Context: an optimization exercise on an open-source flow, tuned for small area, a short achievable clock period and few clock cycles per item. The choices shown serve that exercise and are no tape-out recipe. Function was checked by simulation only, so behaviour that the tests miss may differ from the original.

==> inputs of umber <==
Design svm_axi_wrapper, start of the top module:
module svm_axi_wrapper #(
    parameter WIDTH     = 16,
    parameter N_FEATURES = 4,
    parameter N_SV      = 31,
    parameter C_S_AXIS_TDATA_WIDTH = 32,
    parameter C_M_AXIS_TDATA_WIDTH = 32
)(
    input  wire axi_clk,
    input  wire axi_reset_n,
    input  wire [C_S_AXIS_TDATA_WIDTH-1:0] s_axis_tdata,
    input  wire                            s_axis_tvalid,
    output wire                            s_axis_tready,
    input  wire                            s_axis_tlast,
    output wire [C_M_AXIS_TDATA_WIDTH-1:0] m_axis_tdata,
    output reg                             m_axis_tvalid,
    input  wire                            m_axis_tready,
    output reg                             m_axis_tlast
);
Settings: LEC_CHECK=0, ABC_AREA=1, CAP_MARGIN=20, CORE_MARGIN=2, CORE_UTILIZATION=40, SETUP_SLACK_MARGIN=4.5, SLEW_MARGIN=20; clock period 12.0 ns.
run.sh (not shown) runs the stock make flow with config.mk's settings and CLKGATE_MAP_FILE= SYNTH_SCRIPT=/design/flow/synth_recipe.tcl, a recipe that flattens the netlist after the stock synthesis.
==> garnet (differences from umber) <==
==> flow/flow/run.sh (new file) <==
#!/bin/bash
# Standard layout (the standard.sh, standard synthesis unchanged) with a
# larger setup-slack target for ORFS's timing repair. make's full output goes
# to flow_make.log in the work folder.
set -euo pipefail
bash standard.sh SETUP_SLACK_MARGIN=7 finish > flow_make.log 2>&1
==> flow/standard.sh (new file) <==
#!/bin/bash
# synth_recipe.tcl (not shown) runs the flow's synth.tcl, then flattens the netlist and writes it again
# the make line also repeats each setting of config.mk as NAME=value (left out here)
make -C /OpenROAD-flow-scripts/flow DESIGN_CONFIG=/design/flow/config.mk WORK_HOME=/design/flow/orfs CLKGATE_MAP_FILE= SYNTH_SCRIPT=/design/flow/synth_recipe.tcl "${@:-finish}"
Settings changed: SETUP_SLACK_MARGIN 4.5 to 5.0.
removed: flow/run.sh
==> xenon (differences from umber) <==
--- a/flow/design.v
+++ b/flow/design.v
@@ -327,18 +327,18 @@
     assign p = r0 + r1;
 endmodule
 module svm_sqsum (
     input  wire [15:0] a,
     input  wire [15:0] b,
     input  wire [31:0] c,
     output wire [31:0] y
 );
-    wire [14:0] av = a[14:0] ^ {15{a[15]}};
-    wire [14:0] bv = b[14:0] ^ {15{b[15]}};
+    wire [14:0] av = a[14:0];
+    wire [14:0] bv = b[14:0];
     wire t0 = (av[0] & av[9]) ^ (av[1] & av[8]) ^ (av[2] & av[7]);
     wire t1 = ((av[0] & av[9]) & (av[1] & av[8])) | ((av[0] & av[9]) & (av[2] & av[7])) | ((av[1] & av[8]) & (av[2] & av[7]));
     wire t2 = (av[0] & av[10]) ^ (av[1] & av[9]);
     wire t3 = (av[0] & av[10]) & (av[1] & av[9]);
     wire t4 = (av[0] & av[11]) ^ (av[1] & av[10]) ^ (av[2] & av[9]);
     wire t5 = ((av[0] & av[11]) & (av[1] & av[10])) | ((av[0] & av[11]) & (av[2] & av[9])) | ((av[1] & av[10]) & (av[2] & av[9]));
     wire t6 = (av[3] & av[8]) ^ (av[4] & av[7]) ^ (av[5] & av[6]);
     wire t7 = ((av[3] & av[8]) & (av[4] & av[7])) | ((av[3] & av[8]) & (av[5] & av[6])) | ((av[4] & av[7]) & (av[5] & av[6]));
@@ -2299,23 +2299,21 @@
     assign s_axis_tready = s_rdy;
     wire hs = s_axis_tvalid & s_rdy;
     wire at_last  = ~in_hdr & (wp == 2'd2) & (svi == 5'd30);
     wire pre_last = ~in_hdr & (wp == 2'd1) & (svi == 5'd30);
     reg signed [15:0] x0, x1, x2, x3;
     reg signed [15:0] rho0, rho1, rho2;
     reg [31:0] A1, A2;
     reg [31:0] A3;
-    reg [4:0]  T1, T2, T3;   
-    reg        tl1, tl2, tl3;  
+    reg        tlp;          
     reg [31:0] W;            
     reg        wv;           
     reg        wsec;         
     reg        dv, zgo, z2, c1, c2, c3, ek, ek2, m0, m1, vt;
-    wire [1:0] grp = (svi < 5'd7) ? 2'd0 : (svi < 5'd20) ? 2'd1 : 2'd2;
     wire       mv_next;
     always @(posedge axi_clk) begin
         if (rst) begin
             in_hdr <= 1'b1;
             wp     <= 2'd0;
             svi    <= 5'd0;
             tl_acc <= 1'b0;
             wv     <= 1'b0;
@@ -2362,23 +2360,22 @@
                 case (wp)
                     2'd0: begin x0 <= s_axis_tdata[15:0]; x1 <= s_axis_tdata[31:16]; end
                     2'd1: begin x2 <= s_axis_tdata[15:0]; x3 <= s_axis_tdata[31:16]; end
                     2'd2: begin rho0 <= s_axis_tdata[15:0]; rho1 <= s_axis_tdata[31:16]; end
                     default: rho2 <= s_axis_tdata[15:0];
                 endcase
             end else if (wp == 2'd2) begin
                 A1  <= s_axis_tdata;
-                T1  <= {svi == 5'd30, svi == 5'd7, svi == 5'd0, grp};
-                tl1 <= tl_acc | s_axis_tlast;
+                if (svi == 5'd30) tlp <= tl_acc | s_axis_tlast;
             end
         end
     end
     always @(posedge axi_clk) begin
-        W    <= {d_hi, d_lo};
+        W    <= {d_hi[15], d_hi[14:0] ^ {15{d_hi[15]}}, d_lo[15], d_lo[14:0] ^ {15{d_lo[15]}}};
         wsec <= wp[0];
     end
     wire last_next = hs ? pre_last : at_last;
     always @(posedge axi_clk) begin
         if (rst) s_rdy <= 1'b1;
         else     s_rdy <= ~(last_next & mv_next);
     end
     reg  [31:0] Q;
@@ -2387,37 +2384,50 @@
     always @(posedge axi_clk) begin
         if (wv) Q <= qsum;
     end
     wire        zsat = ~Q[31] & (Q[30:14] > 17'd4352);
     wire [15:0] zt   = Q[29:14];
     wire        zmin = (zt == 16'h8000);
     wire        zlo  = zsat | ($signed(zt) >= 16'sd4608) | zmin;
     wire        zhi  = ~zsat & ($signed(zt) < -16'sd4560) & ~zmin;
-    wire               s0 = zt[15] | (zt == 16'd0);
-    wire signed [17:0] p1 = {zt[14:0], 3'b000} + (s0 ? 18'sd17999 : -18'sd18001);
-    wire               s1 = p1[17];
-    wire signed [17:0] p2 = p1 + (s1 ? 18'sd8369 : -18'sd8369);
-    wire               s2 = p2[17];
-    wire signed [17:0] p3 = p2 + (s2 ? 18'sd4118 : -18'sd4118);
+    wire signed [15:0] ts = zt;
+    wire               s0 = ts[15] | (ts == 16'sd0);
+    wire               s1 = s0 ? (ts <= -16'sd2250) : (ts <= 16'sd2250);
+    wire               s2 = s0 ? (s1 ? (ts <= -16'sd3297) : (ts <= -16'sd1204))
+                               : (s1 ? (ts <= 16'sd1203)  : (ts <= 16'sd3296));
+    reg  signed [17:0] pc3;
+    always @(*) begin
+        case ({s0, s1, s2})
+            3'b000:  pc3 = -18'sd30488;
+            3'b001:  pc3 = -18'sd22252;
+            3'b010:  pc3 = -18'sd13750;
+            3'b011:  pc3 = -18'sd5514;
+            3'b100:  pc3 = 18'sd5512;
+            3'b101:  pc3 = 18'sd13748;
+            3'b110:  pc3 = 18'sd22250;
+            default: pc3 = 18'sd30486;
+        endcase
+    end
+    wire signed [17:0] p3 = {zt[14:0], 3'b000} + pc3;
     reg  [17:0] Zp;
     reg  [2:0]  Zs3;
     reg         Zlo1, Zhi1;
     always @(posedge axi_clk) begin
         if (dv) begin
             Zp   <= p3;
             Zs3  <= {s0, s1, s2};
             Zlo1 <= zlo;
             Zhi1 <= zhi;
         end
     end
     wire               s3 = Zp[17];
-    wire signed [17:0] p4 = Zp + (s3 ? 18'sd2051 : -18'sd2051);
-    wire               s4 = p4[17];
-    wire signed [17:0] zu = ~p4 + (s4 ? -18'sd4 : 18'sd4098);
+    wire               s4 = s3 ? ($signed(Zp) < -18'sd2051) : ($signed(Zp) < 18'sd2051);
+    wire signed [17:0] zu = ~Zp + (s3 ? (s4 ? -18'sd2055 : 18'sd2047)
+                                      : (s4 ? 18'sd2047 : 18'sd6149));
     wire        u_neg = zu[17];
     wire        u_big = ~zu[17] & (zu[16:12] != 5'd0);
     wire [7:0]  stop  = u_neg ? 8'h00 : u_big ? 8'hff : zu[11:4];
     wire [3:0]  u4    = zu[3:0];
     reg  [2:0]  stail;
     always @(*) begin
         if (u_neg)           stail = 3'b000;
         else if (u_big)      stail = 3'b111;
@@ -2434,16 +2444,20 @@
     reg         Zlo, Zhi;
     reg  [14:0] RX;
     reg  [15:0] RY;
     always @(posedge axi_clk) begin
         RX <= rx;
         RY <= ry;
         if (z2) begin
             Zs  <= {stop[5:0], stail};
+        end else begin
+            Zs  <= {Zs[6:0], 2'b00};     
+        end
+        if (z2) begin
             Zlo <= Zlo1;
             Zhi <= Zhi1;
         end
     end
     reg [14:0]        XX;
     reg signed [15:0] YY;
     reg               Xlo, Xhi;
     reg [2:0]         Xs;        
@@ -2454,33 +2468,33 @@
         input signed [15:0] yi;
         input               sg;
         input [3:0]         sh;
         reg   [14:0]        xs;
         reg   signed [15:0] ys;
         begin
             xs = xi >> sh;
             ys = yi >>> sh;
-            if (sg) citer = {xi + ys[14:0], yi + {1'b0, xs}};
-            else    citer = {xi - ys[14:0], yi - {1'b0, xs}};
+            citer = {xi + (ys[14:0] ^ {15{~sg}}) + {14'd0, ~sg},
+                     yi + ({1'b0, xs} ^ {16{~sg}}) + {15'd0, ~sg}};
         end
     endfunction
     wire [3:0] sh0 = c1 ? 4'd7 : c2 ? 4'd9  : 4'd11;
     wire [3:0] sh1 = c1 ? 4'd8 : c2 ? 4'd10 : 4'd12;
-    wire g0 = c1 ? Zs[8] : c2 ? Zs[6] : Zs[4];
-    wire g1 = c1 ? Zs[7] : c2 ? Zs[5] : Zs[3];
+    wire g0 = Zs[8];
+    wire g1 = Zs[7];
     wire [30:0] it0 = citer(xi0, yi0, g0, sh0);
     wire [30:0] it1 = citer(it0[30:16], it0[15:0], g1, sh1);
     always @(posedge axi_clk) begin
         XX <= it1[30:16];
         YY <= it1[15:0];
         if (c3) begin
             Xlo <= Zlo;
             Xhi <= Zhi;
-            Xs  <= Zs[2:0];
+            Xs  <= Zs[6:4];
         end
     end
     wire [5:0] ec;
     svm_ecorr u_ecorr (.x(XX), .y(YY), .s13(Xs[2]), .s14(Xs[1]), .s15(Xs[0]), .ec(ec));
     reg [16:0] ES;
     reg [5:0]  EC;
     always @(posedge axi_clk) begin
         ES <= {2'b00, XX} + {YY[15], YY};
@@ -2502,49 +2516,64 @@
             z2 <= zgo;
             c1 <= z2;
             c2 <= c1;
             c3 <= c2;
             ek <= c3;
             ek2 <= ek;
             m0 <= ek2;
             m1 <= m0;
-            vt <= m1 & T3[4];
+            vt <= m1 & tg[4];
         end
     end
     always @(posedge axi_clk) begin
         if (c1) begin
             A2  <= A1;
-            T2  <= T1;
-            tl2 <= tl1;
         end
         if (ek) begin
             A3  <= A2;
-            T3  <= T2;
-            tl3 <= tl2;
+        end else if (m0) begin
+            A3[15:0] <= A3[31:16];       
         end
     end
     reg [31:0] acc01, acc02, acc12;
-    wire [4:0]  tg    = T3;
-    wire [15:0] ma    = m0 ? A3[15:0] : A3[31:16];
-    wire sel01 = m0 & (tg[1:0] != 2'd2);
-    wire sel12 = m1 & (tg[1:0] != 2'd0);
-    wire sel02 = ~sel01 & ~sel12;
-    wire init  = tg[2] | (m1 & tg[3]);
-    wire signed [15:0] rsel = sel01 ? rho0 : sel02 ? rho1 : rho2;
-    wire [31:0] accsel = sel01 ? acc01 : sel02 ? acc02 : acc12;
+    reg  [4:0]  pj;
+    reg  [4:0]  tg;
+    wire [4:0]  pj_n  = (pj == 5'd30) ? 5'd0 : pj + 5'd1;
+    always @(posedge axi_clk) begin
+        if (rst) begin
+            pj <= 5'd0;
+            tg <= 5'b00100;
+        end else if (m1) begin
+            pj <= pj_n;
+            tg <= {pj_n == 5'd30, pj_n == 5'd7, pj_n == 5'd0,
+                   (pj_n < 5'd7) ? 2'd0 : (pj_n < 5'd20) ? 2'd1 : 2'd2};
+        end
+    end
+    wire [15:0] ma    = A3[15:0];
+    reg  sel01, sel02, sel12, init;
+    always @(posedge axi_clk) begin
+        if (rst) begin
+            sel01 <= 1'b0; sel02 <= 1'b0; sel12 <= 1'b0; init <= 1'b0;
+        end else begin
+            sel01 <= ek2 & (tg[1:0] != 2'd2);
+            sel02 <= (ek2 & (tg[1:0] == 2'd2)) | (m0 & (tg[1:0] == 2'd0));
+            sel12 <= m0 & (tg[1:0] != 2'd0);
+            init  <= (ek2 & tg[2]) | (m0 & (tg[2] | tg[3]));
+        end
+    end
+    wire signed [15:0] rsel = ({16{sel01}} & rho0) | ({16{sel02}} & rho1) | ({16{sel12}} & rho2);
+    wire [31:0] accsel = ({32{sel01}} & acc01) | ({32{sel02}} & acc02) | ({32{sel12}} & acc12);
     wire [31:0] opa = init ? {~{{4{rsel[15]}}, rsel}, 12'hfff} : accsel;
     wire [31:0] asum;
     svm_mac u_mac (.a(ma), .k(K), .c(opa), .ci(init), .y(asum));
     always @(posedge axi_clk) begin
-        if (m0 | m1) begin
-            if (sel01) acc01 <= asum;
-            if (sel02) acc02 <= asum;
-            if (sel12) acc12 <= asum;
-        end
+        if (sel01) acc01 <= asum;
+        if (sel02) acc02 <= asum;
+        if (sel12) acc12 <= asum;
     end
     reg  [1:0] cls;
     wire p01 = ~acc01[31] & (|acc01[30:0]);
     wire p02 = ~acc02[31] & (|acc02[30:0]);
     wire p12 = ~acc12[31] & (|acc12[30:0]);
     wire [1:0] v0 = {1'b0, p01} + {1'b0, p02};
     wire [1:0] v1 = {1'b0, ~p01} + {1'b0, p12};
     wire [1:0] v2 = {1'b0, ~p02} + {1'b0, ~p12};
@@ -2554,13 +2583,13 @@
     always @(posedge axi_clk) begin
         if (rst) begin
             m_axis_tvalid <= 1'b0;
         end else begin
             m_axis_tvalid <= mv_next;
         end
         if (vt) begin
             cls          <= vcls;
-            m_axis_tlast <= tl3;
+            m_axis_tlast <= tlp;
         end
     end
     assign m_axis_tdata = {30'd0, cls};
 endmodule
==> flow/flow/run.sh (new file) <==
#!/bin/bash
# Standard layout (the standard.sh, standard synthesis unchanged) with a
# larger setup-slack target for ORFS's timing repair. make's full output goes
# to flow_make.log in the work folder.
set -euo pipefail
bash standard.sh SETUP_SLACK_MARGIN=6.5 finish > flow_make.log 2>&1
==> flow/standard.sh (new file) <==
#!/bin/bash
# synth_recipe.tcl (not shown) runs the flow's synth.tcl, then flattens the netlist and writes it again
# the make line also repeats each setting of config.mk as NAME=value (left out here)
make -C /OpenROAD-flow-scripts/flow DESIGN_CONFIG=/design/flow/config.mk WORK_HOME=/design/flow/orfs CLKGATE_MAP_FILE= SYNTH_SCRIPT=/design/flow/synth_recipe.tcl "${@:-finish}"
Settings changed: SETUP_SLACK_MARGIN 4.5 to 5.0.
removed: flow/run.sh
==> summary.txt <==
Compound-gate portion of the synthesized area: umber 10.1%; garnet 10.1%; xenon 9.17%
Post-synthesis cell area: umber 53,000 sq um; garnet 53,000 sq um; xenon 51,300 sq um
Status: umber finished clean; garnet finished clean; xenon finished clean
Area fraction of the dominant cell type after synthesis: umber 23.1%; garnet 23.1%; xenon 22.4%
Met3 Routed Length: umber 9990 microns; garnet 11,900 microns; xenon 12,100 microns
Proportion of cell area occupied by registers: umber 26.1%; garnet 21.5%; xenon 24.4%
Layout clock buffer count: umber 73; garnet 81; xenon 74
Per-instance average area after synthesis: umber 8.27 sq um; garnet 8.27 sq um; xenon 8.13 sq um
Slowest CP cell: umber buf_6; garnet edfxtp_1; xenon nor2_1
Insertion delay to the later sink of the worst-skew pair: umber 0.68 ns; garnet 0.68 ns; xenon 0.69 ns
Average wire per standard cell: umber 19.0 microns; garnet 20.3 microns; xenon 20.1 microns
Effective utilization at floorplan: umber 40.3%; garnet 40.3%; xenon 40.3%
Synth-to-layout area growth: umber 9.14%; garnet 32.4%; xenon 18.4%
DP Worst Slack: umber 3.69 ns; garnet 4.48 ns; xenon 4.73 ns
Count of TritonRoute iterations in the first routing pass: umber 8; garnet 8; xenon 6
Maximum clock skew at final layout: umber 0.0542 ns; garnet 0.0589 ns; xenon 0.0385 ns
Testbench counts of umber, summed over its fixed seeds: cycles 24,920, samples 256.
Testbench counts of garnet, summed over its fixed seeds: cycles 24,920, samples 256.
Testbench counts of xenon, summed over its fixed seeds: cycles 24,920, samples 256.

[re-timing with driven ports]
Ports are ideal in the flow. The routed layouts listed here were re-timed in OpenROAD.
Step 1 (the two cells are an assumption about what drives the block):
set clk [get_ports {axi_clk}]
set_driving_cell -lib_cell sky130_fd_sc_hd__clkbuf_16 $clk
set_driving_cell -lib_cell sky130_fd_sc_hd__buf_2 [delete_from_list [all_inputs] $clk]
Step 2 moves the port delays by t, midway between the first and last clock arrival at a register: inputs arrive t later, outputs are due t later. That takes back most of the time a late clock gives input paths.
Slacks: ideal ports / drivers / drivers and shift; pairs: ideal ports / drivers.
| run | t (ns) | setup WS [ns] | worst hold slack (ns) |
|---|---|---|---|
| umber | 0.725 | 4.846 / 4.846 / 4.846 | 0.375 / 0.374 / 0.374 |
| garnet | 0.724 | 5.741 / 5.741 / 5.741 | 0.387 / 0.387 / 0.387 |
| xenon | 0.747 | 6.436 / 6.436 / 5.945 | 0.414 / 0.414 / 0.414 |
After both steps every run listed still meets setup and hold. The setup slack of xenon, which loses most, moves by 0.000 ns with the drivers and by -0.491 ns with both steps.
